This is an optimization exercise on Yosys and OpenROAD, whose aim is small area, a short achievable clock period and few clock cycles per item, not a production implementation.
RTL that was checked went through simulation tests only; none was proved equivalent to the original.
Power figures rest on the tool's default switching activity, not on a simulated workload.

== 02-14 ==
## mips_div64
module mips_div64(
  input  logic         clk,
  input  logic         reset,
  input  logic [63:0]  srcA,
  input  logic [63:0]  srcB,
  input  logic [4:0]   rob_ptr_in,
  input  logic [1:0]   hilo_prf_ptr_in,
  input  logic         is_signed_div,
  input  logic         start_div,
  output logic [127:0] y,
  output logic [4:0]   rob_ptr_out,
  output logic [1:0]   hilo_prf_ptr_out,
  output logic         ready,
  output logic         complete
);
==> flow/config.mk <==
export PLATFORM = sky130hd
export DESIGN_NAME = mips_div64
export DESIGN_NICKNAME = mips_div64
export VERILOG_FILES = /design/flow/design.v
export SDC_FILE = /design/flow/constraint.sdc
export NUM_CORES = 4
export LEC_CHECK = 0
export CAP_MARGIN = 20
export CORE_MARGIN = 2
export CORE_UTILIZATION = 40
export SLEW_MARGIN = 20
export SYNTH_HIERARCHICAL = 1
==> flow/constraint.sdc <==
create_clock -name core_clock -period 4.0 [get_ports {clk}]
set_input_delay 0.8000 -clock core_clock [delete_from_list [all_inputs] [get_ports {clk}]]
set_output_delay 0.8000 -clock core_clock [all_outputs]
set_load 0.01 [all_outputs]
run.sh (not shown) runs the stock make flow with config.mk's settings and CLKGATE_MAP_FILE= SYNTH_SCRIPT=/design/flow/synth_recipe.tcl, a recipe that flattens the netlist after the stock synthesis.
Nothing crashed in 02-14 and all stages finished; the problem is that the final layout failed, the offending checks being setup timing.
The inputs of 02-03 differ from those of 02-14 as listed below.
--- a/flow/config.mk
+++ b/flow/config.mk
@@ -11,2 +11 @@
 export SLEW_MARGIN = 20
-export SYNTH_HIERARCHICAL = 1
==> comparison <==
| 02-03 | all stages done | FAIL | setup timing |. Comparing 02-14 with 02-03, the global-route usage came out essentially unchanged. In the reports for 02-03 and 02-14, the larger area added between synthesis and finish belongs to 02-14. Est. power | 02-03 vs 02-14 | 02-03 lower.
No run of this note included a check of the RTL's function; only the layout flow was run.

========
mips_div64, a different RTL version from the one above (not shown whole).
Size: roughly 2600 cells after synthesis, about 280 I/O pins, roughly 20000 um2 of cells after synthesis.
export LEC_CHECK = 0
export CAP_MARGIN = 20
export CORE_MARGIN = 2
export CORE_UTILIZATION = 40
export CTS_BUF_LIST = sky130_fd_sc_hd__clkbuf_4 sky130_fd_sc_hd__clkbuf_8
export SETUP_SLACK_MARGIN = 0.7
export SLEW_MARGIN = 20
export SYNTH_HIERARCHICAL = 1
create_clock -name core_clock -period 4.0 [get_ports {clk}]
standard.sh (not shown) runs the stock make flow with config.mk's settings and CLKGATE_MAP_FILE= SYNTH_SCRIPT=/design/flow/synth_recipe.tcl, a recipe that flattens the netlist after the stock synthesis.
==> flow/flow/run.sh <==
#!/bin/bash
# Standard ORFS layout (the standard.sh) with one change to how it is
# made: the port buffers use the smallest buffer cell instead of the delay
# buffer buffer_ports picks by default.  All of make's output goes to
# standard_flow.log here.
set -euo pipefail
export BUFFER_PORTS_ARGS="-buffer_cell sky130_fd_sc_hd__buf_1"
bash standard.sh > standard_flow.log 2>&1
Testbench counts at the start, summed over its fixed seeds: cycles 34,475, items 2,400.
Edit:
Settings changed: CTS_BUF_LIST sky130_fd_sc_hd__clkbuf_4 sky130_fd_sc_hd__clkbuf_8 to unset.
First-iteration DRC count goes up slightly.
Global-route usage goes down by 0.27 points.
Non-clock buffer count goes down by 1.
Clock power hardly moves.
Edit:
Settings changed: SETUP_SLACK_MARGIN 0.7 to 1.0.
Result: Setup slack is better by 0.13 ns; cell count rises by a few percent; hold slack improves by 0.010 ns; power rises by a few percent; synthesized cell count is unchanged; register-to-register slack gains 0.17 ns; count of clock-buffer cells in the layout rises by 5; combinational power went up by roughly a tenth; die area does not change; final area is higher by a few percent.
Edit:
Settings changed: CTS_BUF_LIST set to sky130_fd_sc_hd__clkbuf_4 sky130_fd_sc_hd__clkbuf_8.
Outcome: The new run ran to the end with no violations; final area is about the same; total power came out lower by 0.48%; routed wire length came out higher by 0.44%.

========
rev 12:
Another version of the RTL of mips_div64 (not shown whole).
Size in the first run: roughly 2,600 cells after synthesis, ~280 I/O pins, roughly 21,000 um^2 of cells after synthesis.
Settings: LEC_CHECK=0, CAP_MARGIN=20, CORE_MARGIN=2, CORE_UTILIZATION=40, SLEW_MARGIN=20, SYNTH_HIERARCHICAL=1; clock period 4.0 ns.
run.sh (not shown) runs the stock make flow with config.mk's settings and CLKGATE_MAP_FILE= SYNTH_SCRIPT=/design/flow/synth_recipe.tcl, a recipe that flattens the netlist after the stock synthesis.
Stock flow here: none of the scripts above is used.
Rev 12: full flow OK, the timing, design-rule and antenna checks passed
Setup changes, rev 12 to rev 13
Settings: SETUP_SLACK_MARGIN now 1.2, previously not set.
==> flow/flow/run.sh (new file) <==
#!/bin/bash
# Standard ORFS layout (the standard.sh) with one change to how it is
# made: the port buffers use the smallest buffer cell instead of the delay
# buffer buffer_ports picks by default.  All of make's output goes to
# standard_flow.log here.
set -euo pipefail
export BUFFER_PORTS_ARGS="-buffer_cell sky130_fd_sc_hd__buf_1"
bash standard.sh > standard_flow.log 2>&1
==> flow/standard.sh (new file) <==
#!/bin/bash
# synth_recipe.tcl (not shown) runs the flow's synth.tcl, then flattens the netlist and writes it again
# the make line also repeats each setting of config.mk as NAME=value (left out here)
make -C /OpenROAD-flow-scripts/flow DESIGN_CONFIG=/design/flow/config.mk WORK_HOME=/design/flow/orfs CLKGATE_MAP_FILE= SYNTH_SCRIPT=/design/flow/synth_recipe.tcl "${@:-finish}"
removed: flow/run.sh
### Flow results
Rev 13: cell-internal power about 9% above rev 12. For the clock period minus worst slack, rev 13 came in 0.18 ns lower than rev 12 did. On final antenna diode count, rev 13 tracks rev 12 almost exactly.
No run of this note included a check of the RTL's function; only the layout flow was run.

========
Setup of run 1:
Another version of the RTL of mips_div64 (not shown whole).
For scale: about 280 I/O pins, ~20000 um2 of cells after synthesis.
## mips_div64
module mips_div64(
  input  logic         clk,
  input  logic         reset,
  input  logic [63:0]  srcA,
  input  logic [63:0]  srcB,
  input  logic [4:0]   rob_ptr_in,
  input  logic [1:0]   hilo_prf_ptr_in,
  input  logic         is_signed_div,
  input  logic         start_div,
  output logic [127:0] y,
  output logic [4:0]   rob_ptr_out,
  output logic [1:0]   hilo_prf_ptr_out,
  output logic         ready,
  output logic         complete
);
==> flow/config.mk <==
export PLATFORM = sky130hd
export DESIGN_NAME = mips_div64
export DESIGN_NICKNAME = mips_div64
export VERILOG_FILES = /design/flow/design.v
export SDC_FILE = /design/flow/constraint.sdc
export NUM_CORES = 4
export LEC_CHECK = 0
export CAP_MARGIN = 20
export CORE_MARGIN = 2
export CORE_UTILIZATION = 50
export SETUP_SLACK_MARGIN = 0.85
export SLEW_MARGIN = 20
export SYNTH_HIERARCHICAL = 1
==> flow/constraint.sdc <==
create_clock -name core_clock -period 4.0 [get_ports {clk}]
set_input_delay 0.8000 -clock core_clock [delete_from_list [all_inputs] [get_ports {clk}]]
set_output_delay 0.8000 -clock core_clock [all_outputs]
set_load 0.01 [all_outputs]
standard.sh (not shown) runs the stock make flow with config.mk's settings and CLKGATE_MAP_FILE= SYNTH_SCRIPT=/design/flow/synth_recipe.tcl, a recipe that flattens the netlist after the stock synthesis.
==> flow/flow/run.sh <==
#!/bin/bash
# Standard ORFS layout (the standard.sh) with one change to how it is
# made: the port buffers use the smallest buffer cell instead of the delay
# buffer buffer_ports picks by default.  All of make's output goes to
# standard_flow.log here.
set -euo pipefail
export BUFFER_PORTS_ARGS="-buffer_cell sky130_fd_sc_hd__buf_1"
bash standard.sh > standard_flow.log 2>&1
Testbench counts of run 1, summed over its fixed seeds: cycles 33,279, items 2,400.
Here is what was changed in the inputs of run 2 compared with run 1.
Settings: CORE_UTILIZATION changed from 50 to 40; SETUP_SLACK_MARGIN changed from 0.85 to 0.7.
--- outcome ---
Looking only at met1 layer wirelength in the final routing, and setting everything else aside, the lower value of run 1 and run 2 goes to run 1.
Compared with run 1, in run 2 overall die area increased 10000 um2; number of instances resized during post-cts repair now sits lower; final antenna-violating net count was more or less identical; maximum achievable frequency -about 1.9%; number of H-tree levels has remained practically unchanged.
Share of the clock period used by the worst path up 1.5 points in run 2 wrt run 1

========
Starting RTL as in the previous note.
==> flow/config.mk <==
export PLATFORM = sky130hd
export DESIGN_NAME = mips_div64
export DESIGN_NICKNAME = mips_div64
export VERILOG_FILES = /design/flow/design.v
export SDC_FILE = /design/flow/constraint.sdc
export NUM_CORES = 4
export LEC_CHECK = 0
export CAP_MARGIN = 20
export CORE_MARGIN = 2
export CORE_UTILIZATION = 50
export PLACE_DENSITY = 0.7
export SETUP_SLACK_MARGIN = 0.7
export SLEW_MARGIN = 20
export SYNTH_HIERARCHICAL = 1
==> flow/constraint.sdc <==
create_clock -name core_clock -period 4.0 [get_ports {clk}]
set_input_delay 0.8000 -clock core_clock [delete_from_list [all_inputs] [get_ports {clk}]]
set_output_delay 0.8000 -clock core_clock [all_outputs]
set_load 0.01 [all_outputs]
Scripts as last shown in full above: flow/flow/run.sh
Testbench counts at the start, summed over its fixed seeds: cycles 33,279, items 2,400.
Rerun with:
Settings changed: PLACE_DENSITY 0.7 to unset.
After rerunning: Via count goes down slightly. Power decreases slightly. First-iteration DRC count went down by a few percent. Die area does not change. Routed wire length came out lower slightly.

========
Another version of the RTL of mips_div64 (not shown whole).
Size in the first run: about 2500 cells after synthesis, roughly 280 I/O pins, about 21000 um2 of cells after synthesis.
Settings: LEC_CHECK=0, CAP_MARGIN=20, CORE_MARGIN=2, CORE_UTILIZATION=40, SETUP_SLACK_MARGIN=1.4, SLEW_MARGIN=20, SYNTH_HIERARCHICAL=1; clock period 4.0 ns.
Scripts as last shown in full above: flow/flow/run.sh
The baseline went through all stages and came out clean.
Testbench counts at the start, summed over its fixed seeds: cycles 34,487, items 2,400.
Change:
CORE_UTILIZATION = 60   (was 40)
=> Clock power fell by 12%. Total power goes down by 6.4%. Final cell count fell by 8.9%. Setup slack got worse by 79 ps.

[re-timing with driven ports]
In the flow no input, the clock included, has a driving cell. The finished layouts below were timed again as built, in two steps.
Step 1 sets driving cells, clkbuf_16 on the clock port and buf_2 on the other inputs (assumed; they add their load-dependent delay and slew).
Step 2 adds t to the input delays and takes it off the output delays; t is the mean of the earliest and latest rising clock arrival at the registers after step 1. Input paths then give back, and output paths get back, about the clock's delay inside the block.
a / b / c = ideal / step 1 / step 2; a / b = the first two.
run	t, ns	slack for setup (ns)	hold slack, ns	worst register clock-pin slew, ns	pins driven straight from the clock port
02-14	0.635	-1.741 / -1.741 / -1.741	0.418 / 0.418 / 0.418	0.07 / 0.07	1
02-03	0.613	-0.930 / -0.930 / -0.930	0.417 / 0.417 / 0.417	0.07 / 0.07	1
the first run of note 2	0.671	0.788 / 0.818 / 0.147	0.337 / 0.309 / 0.409	0.07 / 0.07	1
the second run of note 2	0.639	0.809 / 0.838 / 0.200	0.372 / 0.340 / 0.405	0.06 / 0.06	1
the third run of note 2	0.636	0.937 / 0.938 / 0.302	0.382 / 0.358 / 0.415	0.07 / 0.07	1
the fourth run of note 2	0.665	0.958 / 0.973 / 0.325	0.338 / 0.318 / 0.399	0.07 / 0.07	1
rev 12	0.639	0.118 / 0.118 / -0.293	0.407 / 0.407 / 0.407	0.06 / 0.06	1
rev 13	0.643	0.299 / 0.299 / -0.114	0.393 / 0.356 / 0.401	0.07 / 0.07	1
run 1	0.636	0.887 / 0.927 / 0.291	0.387 / 0.358 / 0.404	0.07 / 0.07	1
run 2	0.632	0.828 / 0.838 / 0.222	0.386 / 0.362 / 0.404	0.07 / 0.07	1
the first run of note 5	0.629	0.753 / 0.792 / 0.163	0.405 / 0.376 / 0.406	0.06 / 0.06	1
the second run of note 5	0.635	0.803 / 0.820 / 0.206	0.390 / 0.362 / 0.409	0.06 / 0.06	1
the first run of note 6	0.657	0.683 / 0.683 / 0.031	0.369 / 0.341 / 0.406	0.07 / 0.07	1
the second run of note 6	0.635	0.604 / 0.604 / 0.125	0.391 / 0.366 / 0.394	0.07 / 0.07	1
With both steps, setup timing fails in rev 12 and rev 13, where it was met with ideal ports. The setup slack of the first run of note 6, which loses most, moves by 0.000 ns with the drivers and by -0.652 ns with both steps.
